Context: an optimization exercise on an open-source flow, tuned for small area. The choices shown serve that exercise and are no tape-out recipe. In this exercise RTL edits were held to simulation tests only and were not proved equivalent to the original. Power figures rest on the tool's default switching activity, not on a simulated workload. No driver is modelled on the clock port, so clocking that relies on it looks cheaper here than on a real chip.

==> flow/config.mk <==
export PLATFORM = sky130hd
export DESIGN_NAME = param_synch_fifo
export DESIGN_NICKNAME = param_synch_fifo
export VERILOG_FILES = /design/flow/design.v
export SDC_FILE = /design/flow/constraint.sdc
export NUM_CORES = 4
export LEC_CHECK = 0
export CAP_MARGIN = 5
export CORE_MARGIN = 2
export CORE_UTILIZATION = 65
export GPL_TIMING_DRIVEN = 0
export PLACE_DENSITY = 0.75
export SLEW_MARGIN = 5
export SYNTH_HIERARCHICAL = 1
==> flow/constraint.sdc <==
create_clock -name core_clock -period 5.0 [get_ports {clk}]
set_input_delay 1.0000 -clock core_clock [delete_from_list [all_inputs] [get_ports {clk}]]
set_output_delay 1.0000 -clock core_clock [all_outputs]
set_load 0.01 [all_outputs]
==> flow/design.v <==
module param_synch_fifo #(parameter WIDTH = 16,
                          parameter DEPTH = 32,
                          parameter PTR_WIDTH = 6) (clk,rstn,write,read,din,dout,empty,full);
input clk,rstn;
input write,read;
input [WIDTH-1:0] din;
output reg [WIDTH-1:0] dout;
output wire empty, full;
localparam AW = PTR_WIDTH-1;
reg [AW-1:0] idx;
reg e;
reg p;
assign empty = e;
assign full = ~e & (&idx);
wire push = write & ~full;
wire pop  = read & ~e;
wire pushn = ~push;
always @(posedge clk or negedge rstn)
begin
		if (!rstn)
				p <= 1'b0;
		else
				p <= ~p;
end
wire [WIDTH-1:0] word [0:DEPTH];
assign word[0] = din ^ {WIDTH{p}};
genvar g, b;
generate
		for (g = 0; g < DEPTH; g = g + 1) begin : gw
				reg [WIDTH-1:0] w;
				wire [WIDTH-1:0] nx;
				for (b = 0; b < WIDTH; b = b + 1) begin : gb
						fifo_o22ai u (.a1(word[g][b]), .a2(pushn), .b1(w[b]), .b2(push), .y(nx[b]));
				end
				always @(posedge clk)
						w <= nx;
				assign word[g+1] = w;
		end
endgenerate
wire up = push & ~pop;
wire dn = pop & ~push;
always @(posedge clk)
begin
		idx <= e ? {AW{1'b0}} : idx + {{(AW-1){dn}}, up | dn};
end
always @(posedge clk or negedge rstn)
begin
		if (!rstn)
				e <= 1'b1;
		else if (push)
				e <= 1'b0;
		else if (pop & (idx == {AW{1'b0}}))
				e <= 1'b1;
end
wire [DEPTH:0] sel;
generate
		for (g = 0; g < DEPTH; g = g + 1) begin : gsel
				assign sel[g] = pop & (idx == g);
		end
endgenerate
assign sel[DEPTH] = ~pop;
localparam NG = (DEPTH+1)/3;
wire [WIDTH-1:0] src [0:DEPTH];
generate
		for (g = 0; g < DEPTH; g = g + 1) begin : gsrc
				assign src[g] = word[g+1];
		end
endgenerate
assign src[DEPTH] = dout;
wire [WIDTH-1:0] rdata;
wire fix = pop & p;
generate
		for (b = 0; b < WIDTH; b = b + 1) begin : gbit
				wire [NG-1:0] q;
				for (g = 0; g < NG; g = g + 1) begin : ggrp
						fifo_aoi222 u (.a1(sel[3*g]),   .a2(src[3*g][b]),
						               .b1(sel[3*g+1]), .b2(src[3*g+1][b]),
						               .c1(sel[3*g+2]), .c2(src[3*g+2][b]), .y(q[g]));
				end
				assign rdata[b] = ~(&q) ^ fix;
		end
endgenerate
always @(posedge clk or negedge rstn)
begin
		if (!rstn)
				dout <= {WIDTH{1'b0}};
		else
				dout <= rdata;
end
endmodule
module fifo_o22ai (a1, a2, b1, b2, y);
input a1, a2, b1, b2;
output y;
assign y = ~((a1 | a2) & (b1 | b2));
endmodule
module fifo_aoi222 (a1, a2, b1, b2, c1, c2, y);
input a1, a2, b1, b2, c1, c2;
output y;
assign y = ~((a1 & a2) | (b1 & b2) | (c1 & c2));
endmodule
==> flow/flow/run.sh <==
#!/bin/bash
# Own layout flow: the standard flow (standard.sh) with two changes:
#  - port buffers use the smallest buffer cell (buf_1) instead of the
#    default pick, still one buffer on every input and output port;
#  - clock tree synthesis without dummy loads, with clkbuf_16 leaf buffers.
# Each tool's output goes to a log in this folder.
set -o pipefail
cp standard.sh standard_sh_copy.log
export BUFFER_PORTS_ARGS="-buffer_cell sky130_fd_sc_hd__buf_1"
export CTS_ARGS="-sink_clustering_enable -repair_clock_nets -dont_use_dummy_load -buf_list sky130_fd_sc_hd__clkbuf_16 -sink_clustering_size 30 -sink_clustering_max_diameter 80"
bash standard.sh > standard_flow.log 2>&1
==> flow/standard.sh <==
#!/bin/bash
# synth_recipe.tcl (not shown) runs the flow's synth.tcl, then flattens the netlist and writes it again
# the make line also repeats each setting of config.mk as NAME=value (left out here)
make -C /OpenROAD-flow-scripts/flow DESIGN_CONFIG=/design/flow/config.mk WORK_HOME=/design/flow/orfs CLKGATE_MAP_FILE= SYNTH_SCRIPT=/design/flow/synth_recipe.tcl "${@:-finish}"
==> flow_summary.json, run 1 <==
{
  "run_status": "timing/DRC/antenna clean",
  "vias": 13900,
  "leakagePower_nw": 6.65,
  "dr.pass1.iters": 9,
  "grt_overflow": 0,
  "yosysWarnings": 7,
  "stdcell_count": 1832,
  "dp.cells": 1811,
  "worstSetupEndpointType": "flop",
  "clkTransAtPathRegs_ns": 0.11,
  "cts_buffers": 21,
  "critPathMaxFanout": 177,
  "setup_violations": 0,
  "die_w_um": 166,
  "worst_slack_ns": 0.955,
  "timing.fmax_mhz": 247,
  "ir_drop_mv": 0.361,
  "dr.first_iter.drc_count": 2290,
  "maxSlewViolCount": 0,
  "root_buffer": "clkbuf_16",
  "io_buffers": 37,
  "slew_headroom_pct": 10.4,
  "hold_viol": 0,
  "cts_setup_buffers": 0,
  "clkLatencyLatePin_ns": 0.55,
  "final.period_utilization_pct": 80.9,
  "cts_resized": 0,
  "max_slew.worst_pin.slew_ns": 1.34,
  "core_area_um2": 25800,
  "wl_per_cell_um": 24.8,
  "std_cell_rows": 59,
  "route.detailed.drc": 0,
  "finalCoreUtilization_pct": 72.1,
  "grt_pass1_wl_um": 70200,
  "cp-startpoint": "idx[2]",
  "synth_fp_nets": 1436,
  "diodes": 0,
  "rr_startpoint": "idx[2]",
  "min_period_ns": 4.05,
  "cts_tree": "built",
  "yosysTopAreaCellShare_pct": 61.0,
  "drv_cap": 0,
  "gp_congestion": 0.846,
  "clock_skew_ns": 0.0194,
  "synth-edff-count": 0,
  "hold_path_class": "reg -> reg",
  "cts_buffer_depth": 3,
  "start_kind": "flop",
  "critical_path_arrival_ns": 4.44,
  "power.density_nw_per_um2": 623,
  "start_util_pct": 65.7,
  "cts_sinks": 535,
  "wirelength_um": 45400,
  "route.antenna.remaining_nets": 0,
  "ys_seq_area_share_pct": 63.6,
  "grt_start_max_net_pins": 178,
  "routed_via_density": 7.59,
  "avgSynthCellArea_um2": 12.0,
  "hp-start": "gw[31].w[10]",
  "yosys.area.top_type": "dfxtp_1",
  "synth.distinct_cells": 35,
  "netlist_area_um2": 17000,
  "power.total_w": 0.0116,
  "ys_async_sr_fraction_pct": 3.36,
  "rsz0062_at_grt": "false",
  "dieHeight_um": 166,
  "hold_buffers": 0,
  "ios": 38,
  "grt_pass1_vias": 12900,
  "synthCells": 1410,
  "hpwl_um": 29200,
  "grt.total_usage_pct": 31.4,
  "cts-htree-levels": 1,
  "rrSetupSlack_ns": 0.95,
  "area_growth_pct": 9.77,
  "layout-drive-gt1-share_pct": 6.68,
  "final_nets": 1525,
  "dpl_worst_slack_ns": 0.667,
  "critPathRequiredTime_ns": 5.39,
  "antenna_found_initial": 0,
  "path_class": "reg -> reg",
  "synthTopCellsByArea": "dfxtp_1, o22ai_1, a222oi_1",
  "die-area_um2": 27400,
  "ys_ff_latch": 535,
  "synth_ff_type": "dfxtp_1"
}
layout by cell type, fill, tap and decap left out, types with 3 or more instances in the layout:
| master | n |
|---|---|
| nand2_1 | 5 |
| buf_4 | 12 |
| o22ai_1 | 512 |
| nor3_2 | 7 |
| buf_16 | 7 |
| buf_8 | 11 |
| buf_6 | 4 |
| nand3_1 | 19 |
| clkbuf_16 | 21 |
| inv_1 | 5 |
| xor2_1 | 33 |
| ha_1 | 5 |
| dfrtp_1 | 17 |
| a222oi_1 | 176 |
| nor2_2 | 18 |
| nand4_1 | 32 |
| dfxtp_1 | 517 |
| buf_1 | 36 |
| buf_2 | 3 |
| nor3_1 | 17 |
| nand2b_1 | 4 |
| nor2_1 | 8 |
per-stage QoR:
| stage | setup TNS [ns] | instance area (um2) | hold slack (ns) |
|---|---|---|---|
| after floorplan | -4069.75 | 17000 | 0.411 |
| after global placement | -7834.51 | 17500 | 0.421 |
| after detailed placement | 0 | 18100 | 0.428 |
| after CTS | 0 | 18600 | 0.443 |
| after global routing | 0 | 18600 | 0.464 |
| final | 0 | 18600 | 0.441 |
cell families after synthesis:
family	synth area share, %
compound gates	29.5
flops	63.6
simple gates	4.16
xor+xnor	1.75
buf+inv	0.501
fa+ha+maj	0.486
where the power goes:
part | internal [W] | total, W | switching [W]
Clock | 0.000761 | 0.00196 | 0.00120
Combinational | 0.00115 | 0.00255 | 0.00139
Sequential | 0.00587 | 0.00711 | 0.00123
Total | 0.00779 | 0.0116 | 0.00383
cell usage after synthesis (all sizes together) (2+ instances only):
cell type  number
dfxtp         517
o22ai         512
a222oi        176
nand4          33
xor2           33
nor2           26
nor3           26
nand3          19
dfrtp          17
buf             8
inv             7
nand2           6
nand2b          6
ha              5
nor2b           4
a21oi           2
nor3b           2
o21a            2
or3             2
worst max-delay path, cell delays in order, from the launching register on:
cell and delay [ns]:
dfxtp_1 0.34, buf_4 0.19, nand4_2 0.15, nor3b_2 0.07, nand2b_4 0.38, buf_16 0.36
buf_16 0.26, inv_8 0.57, buf_16 0.53, buf_16 0.54, o22ai_1 0.21
per-layer routing:
metal,GRT usage [%],share of wire [%]
met5,0,0
met4,11.6,3.7
met3,3.30,8.2
met2,51.4,48
met1,43.5,40
final timing paths:
path | to | cells past startpoint
min reg2reg | gw[31].w[10] | 1
max reg2reg | gw[27].w[4] | 10
min | gw[31].w[10] | 1
min in group asynchronous | dout[8] | 1
max | gw[27].w[4] | 10
max in group asynchronous | dout[7] | 1
area by class of cell:
type                            instances  area [um2]
Sequential cell                       535       10800
Tap cell                              335         419
Buffer                                  8        58.8
Clock buffer                           21         526
Timing Repair Buffer                   66         604
Fill cell                            1881        7200
Multi-Input combinational cell        860        6190
Inverter                                7        33.8
per-module statistics from Yosys (local to each module, per instance):
module	cell area, um2	copies in the design	flops+latches
param_synch_fifo	12000	1	535
fifo_o22ai	6.26	512	0
fifo_aoi222	10.0	176	0
state kept, by name, summed over array words and instances (netlist names):
| signal | flops |
|---|---|
| e | 1 |
| dout | 16 |
| p | 1 |
| idx | 5 |
| gw.w | 512 |
==> run 2: changes to the inputs <==
--- a/flow/config.mk
+++ b/flow/config.mk
@@ -8,6 +8,7 @@
 export CAP_MARGIN = 5
 export CORE_MARGIN = 2
 export CORE_UTILIZATION = 65
+export GPL_ROUTABILITY_DRIVEN = 0
 export GPL_TIMING_DRIVEN = 0
 export PLACE_DENSITY = 0.75
 export SLEW_MARGIN = 5
==> run 2 against run 1 <==
  * Critical endpoint unchanged
  * Still clean on timing, DRC and antenna
  * Via count stayed put
  * Worst setup slack stayed put
  * Critical path type unchanged
  * Highest routed layer unchanged
  * Flip-flop and latch count is the same
  * Final area unchanged
==> flow_summary.json, run 2 <==
{
  "run_status": "timing/DRC/antenna clean",
  "rr_startpoint": "idx[2]",
  "synth_fp_nets": 1436,
  "route.detailed.drc": 0,
  "hp-start": "gw[31].w[10]",
  "dr.first_iter.drc_count": 2290,
  "hold_end": "gw[31].w[10]",
  "min_period_ns": 4.05,
  "grt_overflow": 0,
  "power.density_nw_per_um2": 623,
  "largest_reg_flops": 512,
  "synthTopCellsByCount": "dfxtp_1, o22ai_1, a222oi_1",
  "area_growth_pct": 9.77,
  "root_buffer": "clkbuf_16",
  "cts_setup_buffers": 0,
  "layout-drive-gt1-share_pct": 6.68,
  "ys_seq_area_share_pct": 63.6,
  "cts_buffers": 21,
  "cts_buffer_depth": 3,
  "synth_top_family_by_area": "compound AO/OA/AOI/OAI gates",
  "critical_path_arrival_ns": 4.44,
  "hold_viol": 0,
  "clkTransAtPathRegs_ns": 0.11,
  "ys_ff_latch": 535,
  "synthAdderAreaFrac_pct": 0.486,
  "max_slew.worst_pin.slew_ns": 1.34,
  "wl_per_cell_um": 24.8,
  "synthTopCellsByArea": "dfxtp_1, o22ai_1, a222oi_1",
  "rr_worst_depth": 10,
  "timing.fmax_mhz": 247,
  "ir_drop_mv": 0.361,
  "dieHeight_um": 166,
  "hold_path_class": "reg -> reg",
  "drv_cap": 0,
  "multi_input_area_um2": 6190,
  "die_w_um": 166,
  "rsz0062_at_grt": "false",
  "worstSetupEndpointType": "flop",
  "holdPathStages": 1,
  "wirelength_um": 45400,
  "std_cell_rows": 59,
  "final_cell_mix": "dfxtp_1, o22ai_1, a222oi_1",
  "cts_resized": 0,
  "reg.largest.list": "gw.w x512, dout x16, idx x5",
  "start_util_pct": 65.7,
  "netlist_area_um2": 17000,
  "ios": 38,
  "final_common_cell": "dfxtp_1",
  "rrSetupSlack_ns": 0.95,
  "yosysWarnings": 7,
  "rr_endpoint": "gw[27].w[4]",
  "io_buffers": 37,
  "grt_pass1_vias": 12900,
  "stdcell_count": 1832,
  "die-area_um2": 27400,
  "critPathRequiredTime_ns": 5.39,
  "clock_skew_ns": 0.0194,
  "grt_start_max_net_pins": 178,
  "fill_cells": 1881,
  "cts_sinks": 535,
  "diodes": 0,
  "core_area_um2": 25800,
  "critPathMaxFanout": 177,
  "top_register": "gw.w",
  "synthMuxAreaShare_pct": 0,
  "synth_ff_type": "dfxtp_1",
  "ys_async_sr_fraction_pct": 3.36,
  "vias": 13900,
  "synth-edff-count": 0,
  "final.period_utilization_pct": 80.9,
  "dp.cells": 1811,
  "synth_xor_area_share_pct": 1.75,
  "synth.distinct_cells": 35,
  "avgSynthCellArea_um2": 12.0,
  "clkLatencyLatePin_ns": 0.55,
  "antenna_found_initial": 0,
  "final_nets": 1525,
  "synth-simple-area-share_pct": 4.16,
  "leakagePower_nw": 6.65,
  "maxSlewViolCount": 0,
  "grt.total_usage_pct": 31.4,
  "hold_buffers": 0,
  "cts_tree": "built",
  "synth-compound-area-share_pct": 29.5,
  "grt_pass1_wl_um": 70200,
  "dr.pass1.iters": 9,
  "dpl_worst_slack_ns": 0.667,
  "yosysTopAreaCellShare_pct": 61.0,
  "final-seq-area_um2": 10800,
  "hpwl_um": 29200,
  "yosys.area.top_type": "dfxtp_1",
  "yosysMostFrequentCell": "dfxtp_1",
  "routed_via_density": 7.59,
  "path_class": "reg -> reg",
  "worst_slack_ns": 0.955,
  "slew_headroom_pct": 10.4,
  "cts-htree-levels": 1,
  "start_kind": "flop",
  "synthCells": 1410,
  "setup_violations": 0,
  "route.antenna.remaining_nets": 0
}
==> run 2: cell counts after synthesis <==
No cell type changed its count.
==> run 2: worst max-delay path: stages (launching register included) <==
cell	delay, ns
dfxtp_1	0.34
buf_4	0.19
nand4_2	0.15
nor3b_2	0.07
nand2b_4	0.38
buf_16	0.36
buf_16	0.26
inv_8	0.57
buf_16	0.53
buf_16	0.54
o22ai_1	0.21
==> run 2: worst max path at each step <==
| stage | start | to | slack, ns | depth (start not counted) |
|---|---|---|---|---|
| floorplan | idx[3] | gw[0].w[0] | -7.95 | 6 |
| global placement | write | gw[19].w[13] | -15.35 | 4 |
| detailed placement | write | gw[28].w[15] | 0.67 | 8 |
| CTS | e | gw[27].w[4] | 0.97 | 9 |
| global route | idx[2] | gw[22].w[13] | 0.64 | 10 |
| finish | idx[2] | gw[27].w[4] | 0.95 | 10 |
==> run 2: area by class of cell <==
cell class                 instances  area share, %
buffer                             8          0.316
multi-input combinational        860           33.2
timing repair buffer              66           3.24
clock buffer                      21           2.82
sequential                       535           58.0
tap                              335           2.25
inverter                           7          0.181
==> run 2: kinds of logic (layout without fill, tap and decap cells) <==
logic type,after synthesis,after routing
and+or+nand+nor,126,126
buffers and inverters,15,102
adders and majority gates,6,6
xor gates and xnor gates,34,34
DFF,535,535
AOI/OAI and AO/OA,694,694
==> run 2: per-stage QoR <==
stage	utilization [%]	setup TNS, ns	power, W	hold WS (ns)	cell area, um2
3_5_place_dp	70.0	0	0.00966	0.428	18100
2_1_floorplan	-	-4069.75	0.00872	0.411	17000
6_report	72.1	0	0.0116	0.441	18600
3_3_place_gp	67.9	-7834.51	0.00950	0.421	17500
5_1_grt	72.1	0	0.0122	0.464	18600
4_1_cts	72.1	0	0.0116	0.443	18600
==> run 2: per-module statistics from Yosys (local to each module, per instance) <==
module / flip-flops and latches / area [um2] / cells inside
param_synch_fifo: 535 / 12000 / 722
fifo_aoi222: 0 / 10.0 / 1
fifo_o22ai: 0 / 6.26 / 1
==> run 2: power by group <==
group	internal, W	switching [W]
Combinational	0.00115	0.00139
Clock	0.000761	0.00120
Sequential	0.00587	0.00123
==> run 2: routing by layer <==
layer  global-route usage [%]  vias up  wire length [um]
met4                     11.6        0              1680
li1                         -     6379                 -
met2                     51.4      599             21900
met5                        0        -                 0
met3                     3.30       81              3740
met1                     43.5     6843             18100
==> run 3: changes to the inputs <==
==> flow/flow/run.sh (replaced) <==
#!/bin/bash
# Own layout flow: the standard flow (standard.sh) with two changes:
#  - port buffers use the smallest buffer cell (buf_1) instead of the
#    default pick, still one buffer on every input and output port;
#  - clock tree synthesis without dummy loads, with clkbuf_8 leaf buffers.
# Each tool's output goes to a log in this folder.
set -o pipefail
cp standard.sh standard_sh_copy.log
export BUFFER_PORTS_ARGS="-buffer_cell sky130_fd_sc_hd__buf_1"
export CTS_ARGS="-sink_clustering_enable -repair_clock_nets -dont_use_dummy_load -buf_list sky130_fd_sc_hd__clkbuf_8 -sink_clustering_size 18 -sink_clustering_max_diameter 45"
bash standard.sh > standard_flow.log 2>&1
--- a/flow/config.mk
+++ b/flow/config.mk
@@ -8,8 +8,6 @@
 export CAP_MARGIN = 5
 export CORE_MARGIN = 2
 export CORE_UTILIZATION = 65
-export GPL_ROUTABILITY_DRIVEN = 0
-export GPL_TIMING_DRIVEN = 0
 export PLACE_DENSITY = 0.75
 export SLEW_MARGIN = 5
 export SYNTH_HIERARCHICAL = 1
==> run 3 against run 2 <==
  * Via count is 0.24% higher
  * Total power up 0.50%
  * Count of clock-buffer cells in the layout rose by 23
  * Register-to-register slack improved by 0.48 ns
  * Utilization fell by 0.97 points
  * Sequential power is 2% higher
  * Critical path depth rose by 2
  * Die area unchanged
  * Final area shrank 1.3%
  * Clock skew rose by 0.061 ns
  * Synthesized area did not move
  * Critical endpoint is now idx[4]
  * Largest cell class unchanged
==> flow_summary.json, run 3 <==
{
  "hold_buffers": 0,
  "gp_congestion": 0.882,
  "ys_seq_area_share_pct": 63.6,
  "grt_pass1_wl_um": 72300,
  "yosys.area.top_type": "dfxtp_1",
  "diodes": 0,
  "yosysMostFrequentCell": "dfxtp_1",
  "cts_setup_buffers": 0,
  "critPathRequiredTime_ns": 5.47,
  "cts_resized": 0,
  "top_register": "gw.w",
  "synth.distinct_cells": 35,
  "grt_pass1_vias": 12900,
  "busiest_layer": "met2",
  "antenna_found_initial": 0,
  "rsz0062_at_grt": "false",
  "io_buffers": 37,
  "run_status": "timing/DRC/antenna clean",
  "synthTopCellsByArea": "dfxtp_1, o22ai_1, a222oi_1",
  "cp.buffers_inverters": 2,
  "gr-usage-met2_pct": 51.6,
  "ys_async_sr_fraction_pct": 3.36,
  "p_sw_w": 0.00392,
  "wl_per_cell_um": 25.3,
  "cts_buffers": 44,
  "netlist_area_um2": 17000,
  "slew_headroom_pct": 16.6,
  "cts_tree": "built",
  "internal_power_w": 0.00775,
  "critical_path_arrival_ns": 4.03,
  "yosysWarnings": 7,
  "path_class": "reg -> reg",
  "worst_slack_ns": 1.44,
  "hold_viol": 0,
  "final_cell_mix": "dfxtp_1, o22ai_1, a222oi_1",
  "critPathMaxFanout": 69,
  "clkTransAtPathRegs_ns": 0.10,
  "root_buffer": "clkbuf_8",
  "wirelength_um": 46500,
  "avgSynthCellArea_um2": 12.0,
  "dpl_worst_slack_ns": 1.44,
  "final-seq-area_um2": 10800,
  "use_met1_pct": 45.6,
  "pwr-share-comb_pct": 20.3,
  "vias": 13900,
  "worstSetupEndpointType": "flop",
  "die-area_um2": 27400,
  "dieHeight_um": 166,
  "ir_drop_mv": 0.429,
  "route.antenna.remaining_nets": 0,
  "leakagePower_nw": 6.55,
  "dp.cells": 1793,
  "dr.pass1.iters": 7,
  "yosysTopAreaCellShare_pct": 61.0,
  "start_util_pct": 65.7,
  "synthTopCellsByCount": "dfxtp_1, o22ai_1, a222oi_1",
  "met3_usage_pct": 4.76,
  "switching_share_pct": 33.6,
  "synth-edff-count": 0,
  "clockPowerShare_pct": 17.6,
  "grt.total_usage_pct": 32.7,
  "dr.first_iter.drc_count": 2509,
  "final_nets": 1530,
  "area_growth_pct": 8.29,
  "max_slew.worst_pin.slew_ns": 1.25,
  "reg.largest.list": "gw.w x512, dout x16, idx x5",
  "critPathTopFamily": "simple AND/OR/NAND/NOR gates",
  "min_period_ns": 3.56,
  "std_cell_rows": 59,
  "largest_reg_flops": 512,
  "route.detailed.drc": 0,
  "core_area_um2": 25800,
  "timing.fmax_mhz": 281,
  "ys_ff_latch": 535,
  "multi_input_area_um2": 6200,
  "die_w_um": 166,
  "final.period_utilization_pct": 71.3,
  "synth_ff_type": "dfxtp_1",
  "crit_chain": "nand4_2 > nor3b_2 > nand2b_4 > ha_1 > inv_1 > ha_1 > inv_1 > fa_1 > nor2b_1 > o21a_1 > o21ai_0 > a21oi_1",
  "grt_start_max_net_pins": 271,
  "setup_violations": 0,
  "fill_cells": 1974,
  "hpwl_um": 27600,
  "routed_via_density": 7.59,
  "cts_sinks": 535,
  "cts-htree-levels": 2,
  "cp_slowest_cell": "dfxtp_1",
  "rr_worst_depth": 12,
  "drv_cap": 0,
  "clock_skew_ns": 0.0808,
  "synthCells": 1410,
  "stdcell_count": 1837,
  "cts_buffer_depth": 3,
  "hold_path_class": "in -> async",
  "final_common_cell": "dfxtp_1",
  "start_kind": "flop",
  "ios": 38,
  "grt_overflow": 0,
  "worstSetupPathDepth": 12,
  "cpPeakStageDelay_ns": 0.71,
  "maxSlewViolCount": 0,
  "layout-drive-gt1-share_pct": 6.92,
  "power.density_nw_per_um2": 635,
  "clkLatencyLatePin_ns": 0.61,
  "synth_fp_nets": 1436,
  "p_seq_share_pct": 62.0
}
## run 3: cell counts after synthesis
No cell type changed its count.
## run 3: worst reg2reg max path, delay by kind of cell (launching register included)
kind / cells / cell delay, ns
AOI/OAI and AO/OA: 3 / 0.35
adders and majority gates: 3 / 0.88
buffers and inverters: 2 / 0.12
DFF: 1 / 0.71
and+or+nand+nor: 4 / 1.39
## run 3: final cells by class
type / count / share of cell area [%]
Sequential cell: 535 / 58.8
Multi-Input combinational cell: 860 / 33.8
Clock buffer: 44 / 3.29
Tap cell: 335 / 2.28
Timing Repair Buffer: 56 / 1.74
Inverter: 7 / 0.184
## run 3: final timing paths
kind	from	endpoint	slack (ns)
worst max-delay path	idx[1]	idx[4]	1.44
worst min-delay path	rstn	dout[11]	0.37
worst max register to register	idx[1]	idx[4]	1.44
worst min register to register	gw[10].w[3]	gw[11].w[3]	0.42
max in group asynchronous	rstn	e	4.28
min in group core_clock	gw[10].w[3]	gw[11].w[3]	0.42
## run 3: cell families (layout without fill, tap and decap cells)
group,after synthesis,in the layout,synth area share [%]
AOI/OAI and AO/OA,694,694,29.5
DFF,535,535,63.6
and+or+nand+nor,126,126,4.16
xor gates and xnor gates,34,34,1.75
buffers and inverters,15,107,0.501
adders and majority gates,6,6,0.486
## run 3: Yosys stat by module (local to each module, per instance)
module            copies in the design  cell area [um2]  cells  flops+latches
fifo_aoi222                        176             10.0      1              0
fifo_o22ai                         512             6.26      1              0
param_synch_fifo                     1            12000    722            535
## run 3: metal layers
metal  vias up  part of all wire [%]
met1      6754                    40
met5         -                     0
met2       687                    46
met3       121                   9.4
li1       6373                     -
met4         0                   4.1
## run 3: per-stage QoR
step	power, W	utilization, %	TNS (ns)	hold WS [ns]	instance area [um2]
final	0.0117	71.2	0	0.373	18400
after global routing	0.0123	71.2	0	0.372	18400
after CTS	0.0116	71.1	0	0.357	18400
after global placement	0.00946	68.8	0	0.421	17800
after detailed placement	0.00962	68.8	0	0.427	17800
after floorplan	0.00872	-	-4069.75	0.411	17000
## run 3: power groups by stage
stage | clock network [W] | logic (W) | registers (W)
detailed placement | 0 | 0.00233 | 0.00729
CTS | 0.00209 | 0.00234 | 0.00720
floorplan | 0 | 0.00185 | 0.00688
finish | 0.00206 | 0.00238 | 0.00724
global route | 0.00224 | 0.00259 | 0.00743
global placement | 0 | 0.00223 | 0.00724
==> run 4: changes to the inputs <==
==> flow/flow/run.sh (replaced) <==
#!/bin/bash
# Own layout flow: the standard flow (standard.sh) with these changes:
#  - port buffers use the smallest buffer cell (buf_1) instead of the
#    default pick, still one buffer on every input and output port;
#  - clock tree synthesis without dummy loads, with clkbuf_16 buffers;
# Each tool's output goes to a log in this folder.
set -o pipefail
cp standard.sh standard_sh_copy.log
export BUFFER_PORTS_ARGS="-buffer_cell sky130_fd_sc_hd__buf_1"
export CTS_ARGS="-sink_clustering_enable -repair_clock_nets -dont_use_dummy_load -buf_list sky130_fd_sc_hd__clkbuf_16 -sink_clustering_size 34 -sink_clustering_max_diameter 90"
bash standard.sh > standard_flow.log 2>&1
==> run 4 against run 3 <==
  * Cell count decreased by 1.4%
  * Maximum frequency increased by 1.6%
  * Synthesized area unchanged
  * Sequential power about the same
  * Worst setup slack better by 0.058 ns
  * Sequential share of layout area rose by 0.42 points
  * Critical path depth stayed put
  * Critical path type unchanged
==> flow_summary.json, run 4 <==
{
  "tns_ns": 0,
  "final_nets": 1505,
  "critPathRequiredTime_ns": 5.48,
  "hold_path_class": "in -> async",
  "grt.total_usage_pct": 32.4,
  "clockPowerShare_pct": 16.5,
  "leakagePower_nw": 6.46,
  "placed_area_um2": 17800,
  "die_w_um": 166,
  "timing.fmax_mhz": 285,
  "switching_share_pct": 33.5,
  "ys_ff_latch": 535,
  "synth_xor_area_share_pct": 1.75,
  "max_slew.worst_pin.slew_ns": 1.27,
  "grt_start_max_net_pins": 271,
  "clkTransAtPathRegs_ns": 0.12,
  "layout-drive-gt1-share_pct": 5.35,
  "wirelength_um": 46400,
  "grt_pass1_vias": 12700,
  "core_area_um2": 25800,
  "rsz0062_at_grt": "false",
  "dr.pass1.iters": 10,
  "cts_sinks": 535,
  "setup_violations": 0,
  "synthTopCellsByArea": "dfxtp_1, o22ai_1, a222oi_1",
  "synthTopCellsByCount": "dfxtp_1, o22ai_1, a222oi_1",
  "drv_cap": 0,
  "internal_power_w": 0.00765,
  "synthMuxAreaShare_pct": 0,
  "cp_slowest_cell": "dfxtp_1",
  "hold_buffers": 0,
  "worstSetupEndpointType": "flop",
  "synth_fp_nets": 1436,
  "routed_via_density": 7.61,
  "gp_congestion": 0.882,
  "crit_chain": "nand4_2 > nor3b_2 > nand2b_4 > ha_1 > inv_1 > ha_1 > inv_1 > fa_1 > nor2b_1 > o21a_1 > o21ai_0 > a21oi_1",
  "cts_tree": "built",
  "diodes": 0,
  "p_sw_w": 0.00386,
  "reg.largest.list": "gw.w x512, dout x16, idx x5",
  "yosysWarnings": 7,
  "yosysMostFrequentCell": "dfxtp_1",
  "final_cell_mix": "dfxtp_1, o22ai_1, a222oi_1",
  "grt_overflow": 0,
  "run_status": "timing/DRC/antenna clean",
  "root_buffer": "clkbuf_16",
  "hpwl_um": 27600,
  "area_growth_pct": 7.53,
  "route.detailed.drc": 0,
  "synth_ff_type": "dfxtp_1",
  "ys_seq_area_share_pct": 63.6,
  "start_kind": "flop",
  "dieHeight_um": 166,
  "avgSynthCellArea_um2": 12.0,
  "vias": 13800,
  "clock_skew_ns": 0.0424,
  "cts_buffers": 19,
  "wl_per_cell_um": 25.6,
  "largest_reg_flops": 512,
  "top_register": "gw.w",
  "cpPeakStageDelay_ns": 0.74,
  "critPathMaxFanout": 69,
  "grt_pass1_wl_um": 71900,
  "yosysTopAreaCellShare_pct": 61.0,
  "final.period_utilization_pct": 70.1,
  "slew_headroom_pct": 15.4,
  "ir_drop_mv": 0.489,
  "dr.first_iter.drc_count": 2676,
  "fill_cells": 1978,
  "yosys.area.top_type": "dfxtp_1",
  "min_period_ns": 3.51,
  "synth.distinct_cells": 35,
  "pwr-share-comb_pct": 20.7,
  "hold_viol": 0,
  "io_buffers": 37,
  "synth-compound-area-share_pct": 29.5,
  "cts_resized": 0,
  "antenna_found_initial": 0,
  "maxSlewViolCount": 0,
  "synthAdderAreaFrac_pct": 0.486,
  "final_common_cell": "dfxtp_1",
  "cts_buffer_depth": 3,
  "synth-edff-count": 0,
  "std_cell_rows": 59,
  "ys_async_sr_fraction_pct": 3.36,
  "cts-htree-levels": 1,
  "synthCells": 1410,
  "post-route-cell-area_um2": 18300,
  "die-area_um2": 27400,
  "ios": 38,
  "cts_setup_buffers": 0,
  "critical_path_arrival_ns": 3.98,
  "netlist_area_um2": 17000,
  "path_class": "reg -> reg",
  "synth_top_family_by_area": "compound AO/OA/AOI/OAI gates",
  "p_seq_share_pct": 62.9,
  "synth-simple-area-share_pct": 4.16,
  "start_util_pct": 65.7,
  "clkLatencyLatePin_ns": 0.56,
  "route.antenna.remaining_nets": 0,
  "power.density_nw_per_um2": 631
}
==> run 4: cell count changes in the layout (fill, tap and decap cells not counted), sizes merged <==
| cell | previous run | this run |
|---|---|---|
| clkbuf | 44 | 19 |
==> run 4: power groups by stage <==
stage                     logic [W]  clock network [W]  registers [W]
final                       0.00238            0.00190        0.00724
after detailed placement    0.00233                  0        0.00729
after global placement      0.00223                  0        0.00724
after floorplan             0.00185                  0        0.00688
after CTS                   0.00234            0.00191        0.00720
after global routing        0.00259            0.00204        0.00743
==> run 4: worst paths after layout <==
kind,start,endpoint,slack [ns],cells past startpoint
setup / recovery,idx[1],idx[4],1.49,12
hold / removal,rstn,dout[6],0.40,2
setup reg to reg,idx[1],idx[4],1.49,12
hold reg to reg,gw[31].w[2],gw[31].w[2],0.45,1
max in group asynchronous,rstn,e,4.26,2
min in group core_clock,gw[31].w[2],gw[31].w[2],0.45,1
==> run 4: through the flow <==
stage | util [%] | instances | power (W) | setup WS, ns | hold WS, ns
after global placement | 68.8 | 1793 | 0.00946 | 1.55 | 0.421
after floorplan | - | 1410 | 0.00872 | -7.95 | 0.411
after global routing | 70.6 | 1812 | 0.0121 | 1.25 | 0.409
after CTS | 70.6 | 1812 | 0.0114 | 1.48 | 0.403
final | 70.6 | 1812 | 0.0115 | 1.49 | 0.404
after detailed placement | 68.8 | 1793 | 0.00962 | 1.44 | 0.427
==> run 4: kinds of logic after synthesis <==
family | count (synthesis)
adder cells (fa/ha/maj) | 6
flip-flops | 535
AO/OA/AOI/OAI | 694
buffers and inverters | 15
XOR/XNOR | 34
AND/OR/NAND/NOR | 126
==> run 4: per-module statistics from Yosys (local to each module, per instance) <==
| module | cells inside | cell area (um2) | copies in the design | flops+latches |
|---|---|---|---|---|
| param_synch_fifo | 722 | 12000 | 1 | 535 |
| fifo_o22ai | 1 | 6.26 | 512 | 0 |
| fifo_aoi222 | 1 | 10.0 | 176 | 0 |
==> run 4: layout make-up <==
| class | instances | area [um2] | share of cell area [%] |
|---|---|---|---|
| Clock buffer | 19 | 475 | 2.60 |
| Inverter | 7 | 33.8 | 0.185 |
| Multi-Input combinational cell | 860 | 6200 | 34.0 |
| Sequential cell | 535 | 10800 | 59.2 |
| Tap cell | 335 | 419 | 2.30 |
| Timing Repair Buffer | 56 | 319 | 1.75 |
==> run 4: layer usage <==
metal,share of wire [%],track usage [%],vias up
met3,8.2,3.30,99
met1,41,46.1,6746
met2,47,51.4,624
li1,-,-,6314
met4,4.4,13.2,0
met5,0,0,-
==> run 4: worst max-delay path, delay by kind of cell (launching register included) <==
family | cells | cell delay, ns
buffers and inverters | 2 | 0.12
AO/OA/AOI/OAI | 3 | 0.35
flip-flops | 1 | 0.74
AND/OR/NAND/NOR | 4 | 1.38
adder cells (fa/ha/maj) | 3 | 0.88
==> run 5: changes to the inputs <==
==> flow/flow/run.sh (replaced) <==
#!/bin/bash
# Own layout flow: the standard flow (standard.sh) with these changes:
#  - port buffers use the smallest buffer cell (buf_1) instead of the
#    default pick, still one buffer on every input and output port;
#  - clock tree synthesis without dummy loads, with clkbuf_16 buffers;
#  - after global routing, cells on paths with positive slack are
#    downsized (ORFS's RECOVER_POWER step, any footprint).
# Each tool's output goes to a log in this folder.
set -o pipefail
cp standard.sh standard_sh_copy.log
export BUFFER_PORTS_ARGS="-buffer_cell sky130_fd_sc_hd__buf_1"
export CTS_ARGS="-sink_clustering_enable -repair_clock_nets -dont_use_dummy_load -buf_list sky130_fd_sc_hd__clkbuf_16 -sink_clustering_size 30 -sink_clustering_max_diameter 80"
export RECOVER_POWER=100
export MATCH_CELL_FOOTPRINT=0
bash standard.sh > standard_flow.log 2>&1
==> run 5 against run 4 <==
  * Now fails the layout checks on max-capacitance violations, max-slew violations
  * Global-route usage down 0.13 points
  * Synthesized area unchanged
  * Count of clock-buffer cells in the layout up 2
  * Cell count up 0.11%
  * Clock skew shrank 0.0091 ns
  * Wire length barely moved
  * Via count about the same
  * Total power is 0.61% higher
  * Sequential power about the same
  * Critical path type unchanged
  * Largest power group unchanged
  * Highest routed layer unchanged
==> flow_summary.json, run 5 <==
{
  "vias": 13800,
  "antenna_found_initial": 0,
  "yosys.area.top_type": "dfxtp_1",
  "cts_buffer_depth": 3,
  "cts_sinks": 535,
  "so_faults": "max-capacitance violations, max-slew violations",
  "synth_xor_area_share_pct": 1.75,
  "endpoint": "dout[13]",
  "worstSetupEndpointType": "flop",
  "yosysWarnings": 7,
  "synth_top_family_by_area": "compound AO/OA/AOI/OAI gates",
  "start_kind": "flop",
  "synth.distinct_cells": 35,
  "power.density_nw_per_um2": 635,
  "reg.largest.list": "gw.w x512, dout x16, idx x5",
  "hold_viol": 0,
  "run_status": "finished with violations",
  "min_period_ns": 4.06,
  "cts_setup_buffers": 0,
  "clkLatencyLatePin_ns": 0.56,
  "root_buffer": "clkbuf_16",
  "io_buffers": 37,
  "core_area_um2": 25800,
  "layout-drive-gt1-share_pct": 4.67,
  "setup_violations": 0,
  "ys_ff_latch": 535,
  "rr_endpoint": "dout[13]",
  "critPathMaxFanout": 18,
  "die-area_um2": 27400,
  "std_cell_rows": 59,
  "grt_pass1_vias": 12600,
  "grt_start_max_net_pins": 271,
  "route.antenna.remaining_nets": 0,
  "yosysTopAreaCellShare_pct": 61.0,
  "slew_headroom_pct": -5.93,
  "wirelength_um": 46400,
  "grt_pass1_wl_um": 71600,
  "leakagePower_nw": 6.45,
  "stdcell_count": 1814,
  "rsz0062_at_grt": "false",
  "dieHeight_um": 166,
  "synthAdderAreaFrac_pct": 0.486,
  "drv_cap": 1,
  "synth_fp_nets": 1436,
  "synth-simple-area-share_pct": 4.16,
  "cpPeakStageDelay_ns": 0.95,
  "start_util_pct": 65.7,
  "cts_buffers": 21,
  "avgSynthCellArea_um2": 12.0,
  "cp-startpoint": "e",
  "rr_startpoint": "e",
  "final_cell_mix": "dfxtp_1, o22ai_1, a222oi_1",
  "route.detailed.drc": 0,
  "worstSetupPathDepth": 9,
  "synth_ff_type": "dfxtp_1",
  "yosysMostFrequentCell": "dfxtp_1",
  "cp_slowest_cell": "a222oi_1",
  "cts_resized": 0,
  "die_w_um": 166,
  "dpl_worst_slack_ns": 1.44,
  "netlist_area_um2": 17000,
  "cts_tree": "built",
  "routed_via_density": 7.60,
  "top_register": "gw.w",
  "rrSetupSlack_ns": 0.94,
  "final_common_cell": "dfxtp_1",
  "synthTopCellsByCount": "dfxtp_1, o22ai_1, a222oi_1",
  "maxSlewViolCount": 40,
  "worst_slack_ns": 0.944,
  "max_slew.worst_pin.slew_ns": 1.59,
  "synthTopCellsByArea": "dfxtp_1, o22ai_1, a222oi_1",
  "clock_skew_ns": 0.0333,
  "synthMuxAreaShare_pct": 0,
  "dp.cells": 1793,
  "hpwl_um": 27600,
  "area_growth_pct": 7.53,
  "final.period_utilization_pct": 81.1,
  "grt_overflow": 0,
  "cp.buffers_inverters": 2,
  "ir_drop_mv": 0.516,
  "critPathRequiredTime_ns": 5.46,
  "largest_reg_flops": 512,
  "synth-edff-count": 0,
  "synthCells": 1410,
  "rr_worst_depth": 9,
  "cts-htree-levels": 1,
  "ios": 38,
  "ys_seq_area_share_pct": 63.6,
  "timing.fmax_mhz": 247,
  "dr.first_iter.drc_count": 2444,
  "clkTransAtPathRegs_ns": 0.11,
  "hold_path_class": "reg -> reg",
  "diodes": 0,
  "hold_buffers": 0,
  "final_nets": 1507,
  "dr.pass1.iters": 9,
  "gp_congestion": 0.882,
  "wl_per_cell_um": 25.6,
  "ys_async_sr_fraction_pct": 3.36,
  "critical_path_arrival_ns": 4.52,
  "synth-compound-area-share_pct": 29.5,
  "crit_chain": "nor2b_1 > inv_1 > or3_1 > nor2_1 > clkbuf_1 > a222oi_1 > nand4_1 > nor3_1 > xor2_1",
  "grt.total_usage_pct": 32.3,
  "critPathTopFamily": "buffers and inverters",
  "path_class": "reg -> reg"
}
## run 5: per-stage QoR
step | util, % | setup TNS [ns] | total power, W | hold WS (ns) | cell area [um2]
after global placement | 68.8 | 0 | 0.00946 | 0.421 | 17800
after global routing | 70.7 | 0 | 0.0121 | 0.462 | 18300
final | 70.7 | 0 | 0.0116 | 0.440 | 18300
after CTS | 70.8 | 0 | 0.0115 | 0.404 | 18300
after detailed placement | 68.8 | 0 | 0.00962 | 0.427 | 17800
after floorplan | - | -4069.75 | 0.00872 | 0.411 | 17000
## run 5: logic make-up (layout without fill, tap and decap cells)
group / after synthesis / after routing
AOI/OAI and AO/OA: 694 / 694
DFF: 535 / 535
and+or+nand+nor: 126 / 126
xor gates and xnor gates: 34 / 34
buffers and inverters: 15 / 84
adders and majority gates: 6 / 6
## run 5: per-module statistics from Yosys (local to each module, per instance)
module            times used  cells inside
fifo_o22ai               512             1
fifo_aoi222              176             1
param_synch_fifo           1           722
## run 5: area by class of cell
type / count / area (um2)
multi-input cells: 860 / 6180
fillers: 1976 / 7580
flip-flops and latches: 535 / 10800
well taps: 335 / 419
clock buffers: 21 / 526
repair buffers: 56 / 294
inverters: 7 / 33.8
## run 5: routing by layer
| layer | wire length (um) | vias up | global-route usage, % |
|---|---|---|---|
| li1 | - | 6312 | - |
| met1 | 18700 | 6695 | 46.1 |
| met2 | 21500 | 673 | 51.1 |
| met3 | 4220 | 100 | 3.46 |
| met4 | 1950 | 0 | 12.5 |
| met5 | 0 | - | 0 |
## run 5: worst min-delay path by stage
| stage | endpoint | cells after the start | slack (ns) | start |
|---|---|---|---|---|
| finish | gw[31].w[2] | 1 | 0.44 | gw[31].w[2] |
| global route | gw[31].w[8] | 1 | 0.46 | gw[31].w[8] |
| global placement | gw[31].w[12] | 1 | 0.42 | gw[31].w[12] |
| detailed placement | gw[31].w[2] | 1 | 0.43 | gw[31].w[2] |
| CTS | dout[6] | 2 | 0.40 | rstn |
| floorplan | gw[31].w[0] | 1 | 0.41 | gw[31].w[0] |
## run 5: power breakdown
| part | internal, W | switching, W |
|---|---|---|
| Combinational | 0.00108 | 0.00129 |
| Clock | 0.000762 | 0.00121 |
| Sequential | 0.00587 | 0.00136 |

==> re-timing with driven ports <==
The results above use ideal ports. As a check the final layouts listed here were re-extracted and re-timed, cells and wires unchanged. Step 1 assumes that a clkbuf_16 drives the clock port and a buf_2 every other input. Step 2, shift: input delay + t, output delay - t, t = (earliest + latest rising clock arrival at the registers) / 2. This alone moves slack from input paths to output paths. a / b / c = ideal / step 1 / step 2; a / b = the first two.
run	t (ns)	setup WS [ns]	worst register clock-pin slew, ns	worst slew at a driven data input, ns	pins driven straight from the clock port
run 1	0.590	0.955 / 0.955 / 0.632	0.11 / 0.11	0.04	1
run 2	0.590	0.955 / 0.955 / 0.632	0.11 / 0.11	0.04	1
run 3	0.615	1.437 / 1.437 / 1.363	0.11 / 0.11	0.03	1
run 4	0.595	1.494 / 1.494 / 1.390	0.12 / 0.12	0.03	1
run 5	0.589	0.944 / 0.944 / 0.523	0.11 / 0.11	0.03	1
For run 5, which loses most, drivers alone change the setup slack by 0.000 ns; drivers and shift together by -0.421 ns.
